What follows belongs to an exercise in optimizing a design on an open flow for small area and a short achievable clock period; a production flow would make more cautious choices. The RTL was checked by simulation tests, not by an equivalence proof against the original design. The clock port is modelled as an ideal driver; clocking choices that lean on that would not hold on a real chip. No activity file was given, so power comes from the tool's default toggle rates.

==> inputs of job 1654 <==
// encrypter_top
module encrypter_top(
    input             clk,
    input      [0:79] data_in,
    input      [0:63] master_key,
    input      [0:63] baby_key,
    output reg [0:79] data_out,
    output reg [0:7]  crc
    );
Settings: LEC_CHECK=0, CAP_MARGIN=30, CORE_MARGIN=2, CORE_UTILIZATION=55, HOLD_SLACK_MARGIN=0.1, SLEW_MARGIN=30; clock period 22.0 ns.
standard.sh (not shown) runs the stock make flow with config.mk's settings and CLKGATE_MAP_FILE= SYNTH_SCRIPT=/design/flow/synth_recipe.tcl, a recipe that flattens the netlist after the stock synthesis.
==> flow/flow/run.sh <==
#!/bin/bash
# Layout flow: the standard ORFS flow, except that synthesis maps the
# logic with flow/abc.script (delay-targeted mapping with area recovery)
# instead of ORFS's ABC speed script, and leaves adders to ABC instead of
# extracting full/half adder cells. Registers, flattening and renaming are
# those of the standard synthesis. Placement buffers the ports with buf_1,
# CTS uses clkbuf_8 without dummy loads, and the output registers' clock is
# delayed as a group after CTS (flow/pre_cts.tcl, flow/post_cts.tcl).
set -uo pipefail
export MY_ABC_SCRIPT="$PWD/flow/abc.script"
export SKEW_CELLS=2 SKEW_CELL=sky130_fd_sc_hd__clkdlybuf4s25_1
bash standard.sh SYNTH_SCRIPT="$PWD/flow/my_synth.tcl" ADDER_MAP_FILE= \
    SETUP_SLACK_MARGIN=15.6 \
    SKIP_CTS_REPAIR_TIMING=1 REMOVE_ABC_BUFFERS=1 \
    PRE_CTS_TCL="$PWD/flow/pre_cts.tcl" POST_CTS_TCL="$PWD/flow/post_cts.tcl" \
    "BUFFER_PORTS_ARGS=-buffer_cell sky130_fd_sc_hd__buf_1" \
    "CTS_ARGS=-sink_clustering_enable -repair_clock_nets -dont_use_dummy_load -buf_list {sky130_fd_sc_hd__clkbuf_8 sky130_fd_sc_hd__clkbuf_16}" \
    finish > flow_make.log 2>&1
status=$?
cp -f orfs/logs/*/*/*/*.log . 2>/dev/null || true
exit $status
==> flow/flow/post_cts.tcl <==
# After CTS: delay the output registers' clock (see pre_cts.tcl) by a chain
# of delay cells in front of skew_out_buf, then repair timing with the skew
# in place.
set skew_block [ord::get_db_block]
set skew_db [ord::get_db]
set skew_cells [expr {[info exists ::env(SKEW_CELLS)] ? $::env(SKEW_CELLS) : 2}]
set skew_master [$skew_db findMaster [expr {[info exists ::env(SKEW_CELL)] ? $::env(SKEW_CELL) : "sky130_fd_sc_hd__clkdlybuf4s25_1"}]]
set skew_inst [$skew_block findInst skew_out_buf]
set skew_a [$skew_inst findITerm A]
set skew_prev [$skew_a getNet]
$skew_a disconnect
set skew_loc [$skew_inst getLocation]
for {set k 0} {$k < $skew_cells} {incr k} {
  set d [odb::dbInst_create $skew_block $skew_master skew_dly_$k]
  set dn [odb::dbNet_create $skew_block clk_skew_dly_$k]
  $dn setSigType CLOCK
  [$d findITerm A] connect $skew_prev
  [$d findITerm X] connect $dn
  $d setLocation [lindex $skew_loc 0] [lindex $skew_loc 1]
  $d setPlacementStatus PLACED
  set skew_prev $dn
}
$skew_a connect $skew_prev
puts "post_cts: $skew_cells delay cells in front of skew_out_buf"
detailed_placement
estimate_parasitics -placement
# cts.tcl's own repair is skipped (SKIP_CTS_REPAIR_TIMING=1) so that it
# sees this skew; the same steps follow here.
repair_timing_helper
detailed_placement
check_placement -verbose
Other scripts of this flow, unchanged in this note and not shown: flow/flow/abc.script, flow/flow/my_synth.tcl, flow/flow/pre_cts.tcl
==> job 8728: changes against job 1654 <==
--- a/flow/flow/run.sh
+++ b/flow/flow/run.sh
@@ -6,14 +6,14 @@
 # those of the standard synthesis. Placement buffers the ports with buf_1,
 # CTS uses clkbuf_8 without dummy loads, and the output registers' clock is
 # delayed as a group after CTS (flow/pre_cts.tcl, flow/post_cts.tcl).
 set -uo pipefail
 export MY_ABC_SCRIPT="$PWD/flow/abc.script"
-export SKEW_CELLS=2 SKEW_CELL=sky130_fd_sc_hd__clkdlybuf4s25_1
+export SKEW_CELLS=3 SKEW_CELL=sky130_fd_sc_hd__clkdlybuf4s25_1
 bash standard.sh SYNTH_SCRIPT="$PWD/flow/my_synth.tcl" ADDER_MAP_FILE= \
-    SETUP_SLACK_MARGIN=15.6 \
-    SKIP_CTS_REPAIR_TIMING=1 REMOVE_ABC_BUFFERS=1 \
+    SETUP_SLACK_MARGIN=15.35 \
+    SKIP_CTS_REPAIR_TIMING=1 \
     PRE_CTS_TCL="$PWD/flow/pre_cts.tcl" POST_CTS_TCL="$PWD/flow/post_cts.tcl" \
     "BUFFER_PORTS_ARGS=-buffer_cell sky130_fd_sc_hd__buf_1" \
     "CTS_ARGS=-sink_clustering_enable -repair_clock_nets -dont_use_dummy_load -buf_list {sky130_fd_sc_hd__clkbuf_8 sky130_fd_sc_hd__clkbuf_16}" \
     finish > flow_make.log 2>&1
 status=$?
==> job 6157: changes against job 1654 <==
--- a/flow/design.v
+++ b/flow/design.v
@@ -89,16 +89,19 @@
     input  [0:7]  key_gt,        
     output [0:79] data_out
 );
     function [4:0] res5;
         input [3:0] x;
+        reg   [3:0] h, l;
         begin
-            res5[0] = (x == 4'd0) | (x == 4'd5) | (x == 4'd10) | (x == 4'd15);
-            res5[1] = (x == 4'd1) | (x == 4'd6) | (x == 4'd11);
-            res5[2] = (x == 4'd2) | (x == 4'd7) | (x == 4'd12);
-            res5[3] = (x == 4'd3) | (x == 4'd8) | (x == 4'd13);
-            res5[4] = (x == 4'd4) | (x == 4'd9) | (x == 4'd14);
+            h = {x[3] & x[2], x[3] & ~x[2], ~x[3] & x[2], ~x[3] & ~x[2]};
+            l = {x[1] & x[0], x[1] & ~x[0], ~x[1] & x[0], ~x[1] & ~x[0]};
+            res5[0] = (h[0] & l[0]) | (h[1] & l[1]) | (h[2] & l[2]) | (h[3] & l[3]);
+            res5[1] = (h[0] & l[1]) | (h[1] & l[2]) | (h[2] & l[3]);
+            res5[2] = (h[0] & l[2]) | (h[1] & l[3]) | (h[3] & l[0]);
+            res5[3] = (h[0] & l[3]) | (h[2] & l[0]) | (h[3] & l[1]);
+            res5[4] = (h[1] & l[0]) | (h[2] & l[1]) | (h[3] & l[2]);
         end
     endfunction
     function [4:0] add5;
         input [4:0] a, b;
         begin
--- a/flow/flow/run.sh
+++ b/flow/flow/run.sh
@@ -9,11 +9,11 @@
 set -uo pipefail
 export MY_ABC_SCRIPT="$PWD/flow/abc.script"
 export SKEW_CELLS=2 SKEW_CELL=sky130_fd_sc_hd__clkdlybuf4s25_1
 bash standard.sh SYNTH_SCRIPT="$PWD/flow/my_synth.tcl" ADDER_MAP_FILE= \
     SETUP_SLACK_MARGIN=15.6 \
-    SKIP_CTS_REPAIR_TIMING=1 REMOVE_ABC_BUFFERS=1 \
+    SKIP_CTS_REPAIR_TIMING=1 \
     PRE_CTS_TCL="$PWD/flow/pre_cts.tcl" POST_CTS_TCL="$PWD/flow/post_cts.tcl" \
     "BUFFER_PORTS_ARGS=-buffer_cell sky130_fd_sc_hd__buf_1" \
     "CTS_ARGS=-sink_clustering_enable -repair_clock_nets -dont_use_dummy_load -buf_list {sky130_fd_sc_hd__clkbuf_8 sky130_fd_sc_hd__clkbuf_16}" \
     finish > flow_make.log 2>&1
 status=$?
==> run notes <==
In area after synthesis, job 8728 and job 1654 do not differ.
Clock skew, lowest first: job 1654, job 6157, job 8728.
Between job 1654 and job 6157, the lower clock power is in job 6157 (gap about 2%, measured against job 6157).
Between job 8728 and job 6157, the lower combinational power is in job 8728 (gap 9.2%, measured against job 6157).
Hold slack: job 1654 > job 6157 > job 8728.
The highest first-iteration DRC count belongs to job 1654, the lowest to job 6157.
Of job 1654 and job 8728, job 1654 has the higher total power (gap 0.37%, measured against job 8728).
Global-route usage, highest first: job 8728, job 1654, job 6157.
Of job 1654 and job 6157, job 6157 has the higher sequential power (gap about 2%, measured against job 6157).

[static timing again, ports no longer ideal]
No port has a modelled driver above. Below, the same layouts with a new extraction and two added sets of constraints.
Step 1 (the two cells are an assumption about what drives the block):
set clk [get_ports {clk}]
set_driving_cell -lib_cell sky130_fd_sc_hd__clkbuf_16 $clk
set_driving_cell -lib_cell sky130_fd_sc_hd__buf_2 [delete_from_list [all_inputs] $clk]
Step 2, shift: input delay + t, output delay - t, t = (earliest + latest rising clock arrival at the registers) / 2. This alone moves slack from input paths to output paths.
a / b / c = no drivers / after step 1 / after step 2; a / b = the first two.
run | t (ns) | setup slack, ns | hold WS [ns] | clock arrival spread, ns | worst slew at a driven data input, ns
job 1654 | 1.024 | 15.620 / 15.620 / 15.620 | 0.098 / 0.098 / 0.098 | 0.640 / 0.640 | 0.05
job 8728 | 1.180 | 15.372 / 15.302 / 15.425 | 0.067 / 0.067 / 0.067 | 0.941 / 0.940 | 0.08
job 6157 | 1.016 | 15.647 / 15.571 / 15.725 | 0.087 / 0.087 / 0.087 | 0.662 / 0.662 | 0.05
Clock arrivals are far apart in every run listed, so t is only a midpoint there and step 2 fits no single register.
